What follows belongs to an exercise in optimizing a design on an open flow for small area, a short achievable clock period and few clock cycles; a production flow would make more cautious choices.
Where RTL was checked, it was by simulation tests only, not by an equivalence proof against the original.
Power is estimated from default activity; no workload was simulated.

==> module fewcore, before the edit <==
module fewcore (clk, reset, imem_addr, imem_rdata, dmem_addr, dmem_wdata, dmem_we, dmem_rdata);
	input clk, reset;
	output [31:0] imem_addr;
	input  [31:0] imem_rdata;
	output [31:0] dmem_addr;
	output [31:0] dmem_wdata;
	output dmem_we;
	input  [31:0] dmem_rdata;
	reg  [31:0] pcF;           
	reg         start;         
	wire        fv = ~start;   
	reg  [31:0] aX, oX;        
	reg  [31:0] zX;            
	reg         vX, rfX, jmpX, cEqX, cNeX, cLeX, cGeX;
	reg  [3:0]  ltX, eqX;       
	wire [31:0] sum;           
	wire [31:0] pcF4 = {pcF[31:2] + 30'd1, pcF[1:0]};
	wire        bLt = ltX[3] | eqX[3] & (ltX[2] | eqX[2] & (ltX[1] | eqX[1] & ltX[0]));
	wire        bEq = &eqX;
	wire        takeX = jmpX | (cEqX & bEq) | (cNeX & ~bEq) | (cLeX & (bLt | bEq)) | (cGeX & ~bLt);
	wire        redirS = vX & takeX;   
	wire        redir  = redirS | rfX;    
	wire        dHaz;
	assign imem_addr = redirS ? {sum[31:1], 1'b0} : rfX ? aX : start ? 32'b0 : pcF4;
	always @(posedge clk) begin
		pcF <= imem_addr;
		if (reset) start <= 1'b1;
		else       start <= 1'b0;
	end
	wire [3:0]  dRs1, dRs2, dRd;
	wire [31:0] dImm;
	wire dUses1, dUses2, dBImm, dWr, dLoad, dStore, dJal, dJalr, dSub, dCmpUns;
	wire dRSum, dRLt, dRXor, dROr, dRAnd, dRSh, dRImm, dRTgt, dRNpc, dShLeft;
	wire dCEq, dCNe, dCLe, dCGe, dLdByte, dLdHalf, dLdUns;
	decoder dec(
		.inst(imem_rdata), .rs1(dRs1), .rs2(dRs2), .rd(dRd), .imm(dImm),
		.uses1(dUses1), .uses2(dUses2), .bImm(dBImm), .wr(dWr),
		.isLoad(dLoad), .isStore(dStore), .isJal(dJal), .isJalr(dJalr),
		.sub(dSub), .cmpUns(dCmpUns),
		.rSum(dRSum), .rLt(dRLt), .rXor(dRXor), .rOr(dROr), .rAnd(dRAnd),
		.rSh(dRSh), .rImm(dRImm), .rTgt(dRTgt), .rNpc(dRNpc), .shLeft(dShLeft),
		.cEq(dCEq), .cNe(dCNe), .cLe(dCLe), .cGe(dCGe),
		.ldByte(dLdByte), .ldHalf(dLdHalf), .ldUns(dLdUns)
	);
	wire dBr = dCEq | dCNe | dCLe | dCGe;
	reg  [3:0]  rdW;
	reg         wW, ldW, ldByteW, ldHalfW, ldUnsW;
	reg  [31:0] resW;
	wire [31:0] ldData, wbData;
	loadUnit lu(.ldByte(ldByteW), .ldHalf(ldHalfW), .ldUns(ldUnsW), .memData(dmem_rdata), .out(ldData));
	assign wbData = ldW ? ldData : resW;
	wire [31:0] rf1, rf2;
	bancoRegistrador rf(
		.clk(clk), .clear(start), .rs1(dRs1), .rs2(dRs2),
		.data(wbData), .rd(rdW), .wEn(wW), .r1(rf1), .r2(rf2)
	);
	reg  [3:0]  rdX;
	reg         wrX, ldX;      
	wire [31:0] res;           
	wire m1 = dRs1 == rdX && wrX;
	wire m2 = dRs2 == rdX && wrX;
	assign dHaz = ldX & ((dUses1 & m1) | (dUses2 & m2));
	wire [31:0] dA = m1 ? res : rf1;
	wire [31:0] dB = m2 ? res : rf2;
	wire [3:0] dLt, dEq;
	forwardingBoard bcmp(.a(dA), .b(dB), .uns(imem_rdata[13]), .lt(dLt), .eq(dEq));
	reg  stV, subX, cmpUnsX, shLeftX;
	reg  rSumX, rLtX, rXorX, rOrX, rAndX, rShX, rXX, rNpcX;
	reg  ldByteX, ldHalfX, ldUnsX;
	always @(posedge clk) begin
		aX   <= (dRTgt | dJal | dBr | dHaz) ? pcF : dA;
		oX   <= ((dBImm | dRTgt | dJal | dBr | dRImm) ? dImm : dB) ^ {32{dSub}};
		zX   <= dB;
		rdX  <= dRd;
		subX <= dSub;  cmpUnsX <= dCmpUns;  shLeftX <= dShLeft;
		rSumX <= dRSum | dRTgt; rLtX <= dRLt; rXorX <= dRXor; rOrX <= dROr; rAndX <= dRAnd;
		rShX <= dRSh; rXX <= dRImm; rNpcX <= dRNpc;
		ldByteX <= dLdByte; ldHalfX <= dLdHalf; ldUnsX <= dLdUns;
		jmpX <= dJal | dJalr;
		ltX  <= dLt;  eqX <= dEq;
		cEqX <= dCEq; cNeX <= dCNe; cLeX <= dCLe; cGeX <= dCGe;
		if (reset) begin
			vX <= 1'b0; rfX <= 1'b0; wrX <= 1'b0; ldX <= 1'b0; stV <= 1'b0;
		end else begin
			stV  <= fv & ~redir & ~dHaz & dStore;
			vX   <= fv & ~redir & ~dHaz;
			rfX  <= fv & ~redir & dHaz;
			wrX  <= fv & ~redir & ~dHaz & dWr & (dRd != 4'd0);
			ldX  <= fv & ~redir & ~dHaz & dLoad;
		end
	end
	wire [31:0] shOut;
	wire lt;
	alu alu_m(.a(aX), .b(oX), .sub(subX), .cmpUns(cmpUnsX), .shLeft(shLeftX),
	          .sum(sum), .lt(lt), .shOut(shOut));
	assign res = ({32{rSumX}} & sum) | {31'b0, rLtX & lt} |
	             ({32{rXorX}} & (aX ^ oX)) | ({32{rOrX}} & (aX | oX)) |
	             ({32{rAndX}} & (aX & oX)) | ({32{rShX}} & shOut) |
	             ({32{rXX}} & oX) | ({32{rNpcX}} & pcF);
	assign dmem_addr  = sum;
	assign dmem_wdata = zX;
	assign dmem_we    = stV & ~reset;
	always @(posedge clk) begin
		resW <= res;
		rdW  <= rdX;
		ldByteW <= ldByteX; ldHalfW <= ldHalfX; ldUnsW <= ldUnsX;
		if (reset) begin
			wW  <= 1'b0;
			ldW <= 1'b0;
		end else begin
			wW  <= vX & wrX;
			ldW <= ldX;
		end
	end
endmodule
clock: 12.5 ns
lec_check: 0
abc_area: 1
cap_margin: 10
core_margin: 2
core_utilization: 40
place_density: 0.6
slew_margin: 10
tns_end_percent: 0
standard.sh (not shown) runs the stock make flow with config.mk's settings and CLKGATE_MAP_FILE= SYNTH_SCRIPT=/design/flow/synth_recipe.tcl, a recipe that flattens the netlist after the stock synthesis.
==> flow/flow/run.sh <==
#!/bin/bash
# Own flow: the standard layout (standard.sh, unchanged synthesis) with
#  - the ports buffered by a plain buffer cell instead of the delay cell the
#    resizer picks by default,
#  - timing repair asked to leave setup margin,
#  - a clock tree of fewer, smaller buffers without dummy loads.
# make's full output goes to standard_make.log; ORFS's per-step logs stay
# under orfs/logs.
set -uo pipefail
MARGIN=7.5
CTS="-sink_clustering_enable -repair_clock_nets -dont_use_dummy_load -sink_clustering_size 20 -sink_clustering_max_diameter 130 -buf_list sky130_fd_sc_hd__clkbuf_16"
bash standard.sh "SETUP_SLACK_MARGIN=$MARGIN" \
  "BUFFER_PORTS_ARGS=-buffer_cell sky130_fd_sc_hd__buf_1" \
  "CTS_ARGS=$CTS" \
  finish > standard_make.log 2>&1
Rerun with:
--- a/flow/design.v
+++ b/flow/design.v
@@ -168,27 +168,35 @@
 	output [31:0] dmem_wdata;
 	output dmem_we;
 	input  [31:0] dmem_rdata;
 	reg  [31:0] pcF;           
+	reg         fv;            
+	reg         again;         
 	reg         start;         
-	wire        fv = ~start;   
 	reg  [31:0] aX, oX;        
 	reg  [31:0] zX;            
-	reg         vX, rfX, jmpX, cEqX, cNeX, cLeX, cGeX;
+	reg         vX, jmpX, cEqX, cNeX, cLeX, cGeX;
 	reg  [3:0]  ltX, eqX;       
 	wire [31:0] sum;           
 	wire [31:0] pcF4 = {pcF[31:2] + 30'd1, pcF[1:0]};
 	wire        bLt = ltX[3] | eqX[3] & (ltX[2] | eqX[2] & (ltX[1] | eqX[1] & ltX[0]));
 	wire        bEq = &eqX;
 	wire        takeX = jmpX | (cEqX & bEq) | (cNeX & ~bEq) | (cLeX & (bLt | bEq)) | (cGeX & ~bLt);
-	wire        redirS = vX & takeX;   
-	wire        redir  = redirS | rfX;    
+	wire        redir = vX & takeX;
 	wire        dHaz;
-	assign imem_addr = redirS ? {sum[31:1], 1'b0} : rfX ? aX : start ? 32'b0 : pcF4;
-	always @(posedge clk) begin
-		pcF <= imem_addr;
-		if (reset) start <= 1'b1;
-		else       start <= 1'b0;
+	wire        refetch = fv & dHaz & ~redir;
+	assign imem_addr = redir ? {sum[31:1], 1'b0} : start ? 32'b0 : again ? pcF : pcF4;
+	always @(posedge clk) begin
+		pcF <= refetch ? pcF : imem_addr;
+		if (reset) begin
+			fv    <= 1'b0;
+			again <= 1'b0;
+			start <= 1'b1;
+		end else begin
+			fv    <= ~refetch;
+			again <= refetch;
+			start <= 1'b0;
+		end
 	end
 	wire [3:0]  dRs1, dRs2, dRd;
 	wire [31:0] dImm;
 	wire dUses1, dUses2, dBImm, dWr, dLoad, dStore, dJal, dJalr, dSub, dCmpUns;
@@ -229,9 +237,9 @@
 	reg  stV, subX, cmpUnsX, shLeftX;
 	reg  rSumX, rLtX, rXorX, rOrX, rAndX, rShX, rXX, rNpcX;
 	reg  ldByteX, ldHalfX, ldUnsX;
 	always @(posedge clk) begin
-		aX   <= (dRTgt | dJal | dBr | dHaz) ? pcF : dA;
+		aX   <= (dRTgt | dJal | dBr) ? pcF : dA;
 		oX   <= ((dBImm | dRTgt | dJal | dBr | dRImm) ? dImm : dB) ^ {32{dSub}};
 		zX   <= dB;
 		rdX  <= dRd;
 		subX <= dSub;  cmpUnsX <= dCmpUns;  shLeftX <= dShLeft;
@@ -241,13 +249,12 @@
 		jmpX <= dJal | dJalr;
 		ltX  <= dLt;  eqX <= dEq;
 		cEqX <= dCEq; cNeX <= dCNe; cLeX <= dCLe; cGeX <= dCGe;
 		if (reset) begin
-			vX <= 1'b0; rfX <= 1'b0; wrX <= 1'b0; ldX <= 1'b0; stV <= 1'b0;
+			vX <= 1'b0; wrX <= 1'b0; ldX <= 1'b0; stV <= 1'b0;
 		end else begin
 			stV  <= fv & ~redir & ~dHaz & dStore;
 			vX   <= fv & ~redir & ~dHaz;
-			rfX  <= fv & ~redir & dHaz;
 			wrX  <= fv & ~redir & ~dHaz & dWr & (dRd != 4'd0);
 			ldX  <= fv & ~redir & ~dHaz & dLoad;
 		end
 	end
Effect:
- clock power hardly moves
- global-route usage rises by 0.50 points
- total power is about the same
- critical path depth stays the same
- die area stays flat
- first-iteration DRC count falls by 2.7%
- non-clock buffer count rises by 34
- worst hold slack hardly moves
- final area rises by 1.1%
- sequential power barely changes
- routed wire length rises by 1.8%
- via count falls by 0.61%
- clock-buffer cell count is unchanged
Testbench counts after the change, summed over its fixed seeds: cycles 63,270.
For the first run of this note, only the layout was checked, not whether the RTL still works.

## afterwards: timing with drivers on the ports
Ports are ideal in the flow. The routed layouts listed here were re-timed in OpenROAD. Step 1, drivers: a clkbuf_16 drives clk and a buf_2 each remaining input, both assumed. Step 2 adds t to the input delays and takes it off the output delays; t is the mean of the earliest and latest rising clock arrival at the registers after step 1. Input paths then give back, and output paths get back, about the clock's delay inside the block. Three values: ideal ports, drivers, drivers and shift; two values: the first two.
run | t (ns) | slack for setup (ns) | hold WS [ns] | latest minus earliest clock arrival (ns) | pins driven straight from the clock port
the first run | 0.688 | 6.607 / 6.554 / 5.866 | 0.334 / 0.334 / 0.334 | 0.082 / 0.082 | 1
the second run | 0.683 | 6.774 / 6.728 / 6.045 | 0.334 / 0.334 / 0.334 | 0.078 / 0.079 | 1
After both steps setup and hold are still met in every run listed. The setup slack of the first run, which loses most, moves by -0.053 ns with the drivers and by -0.741 ns with both steps.
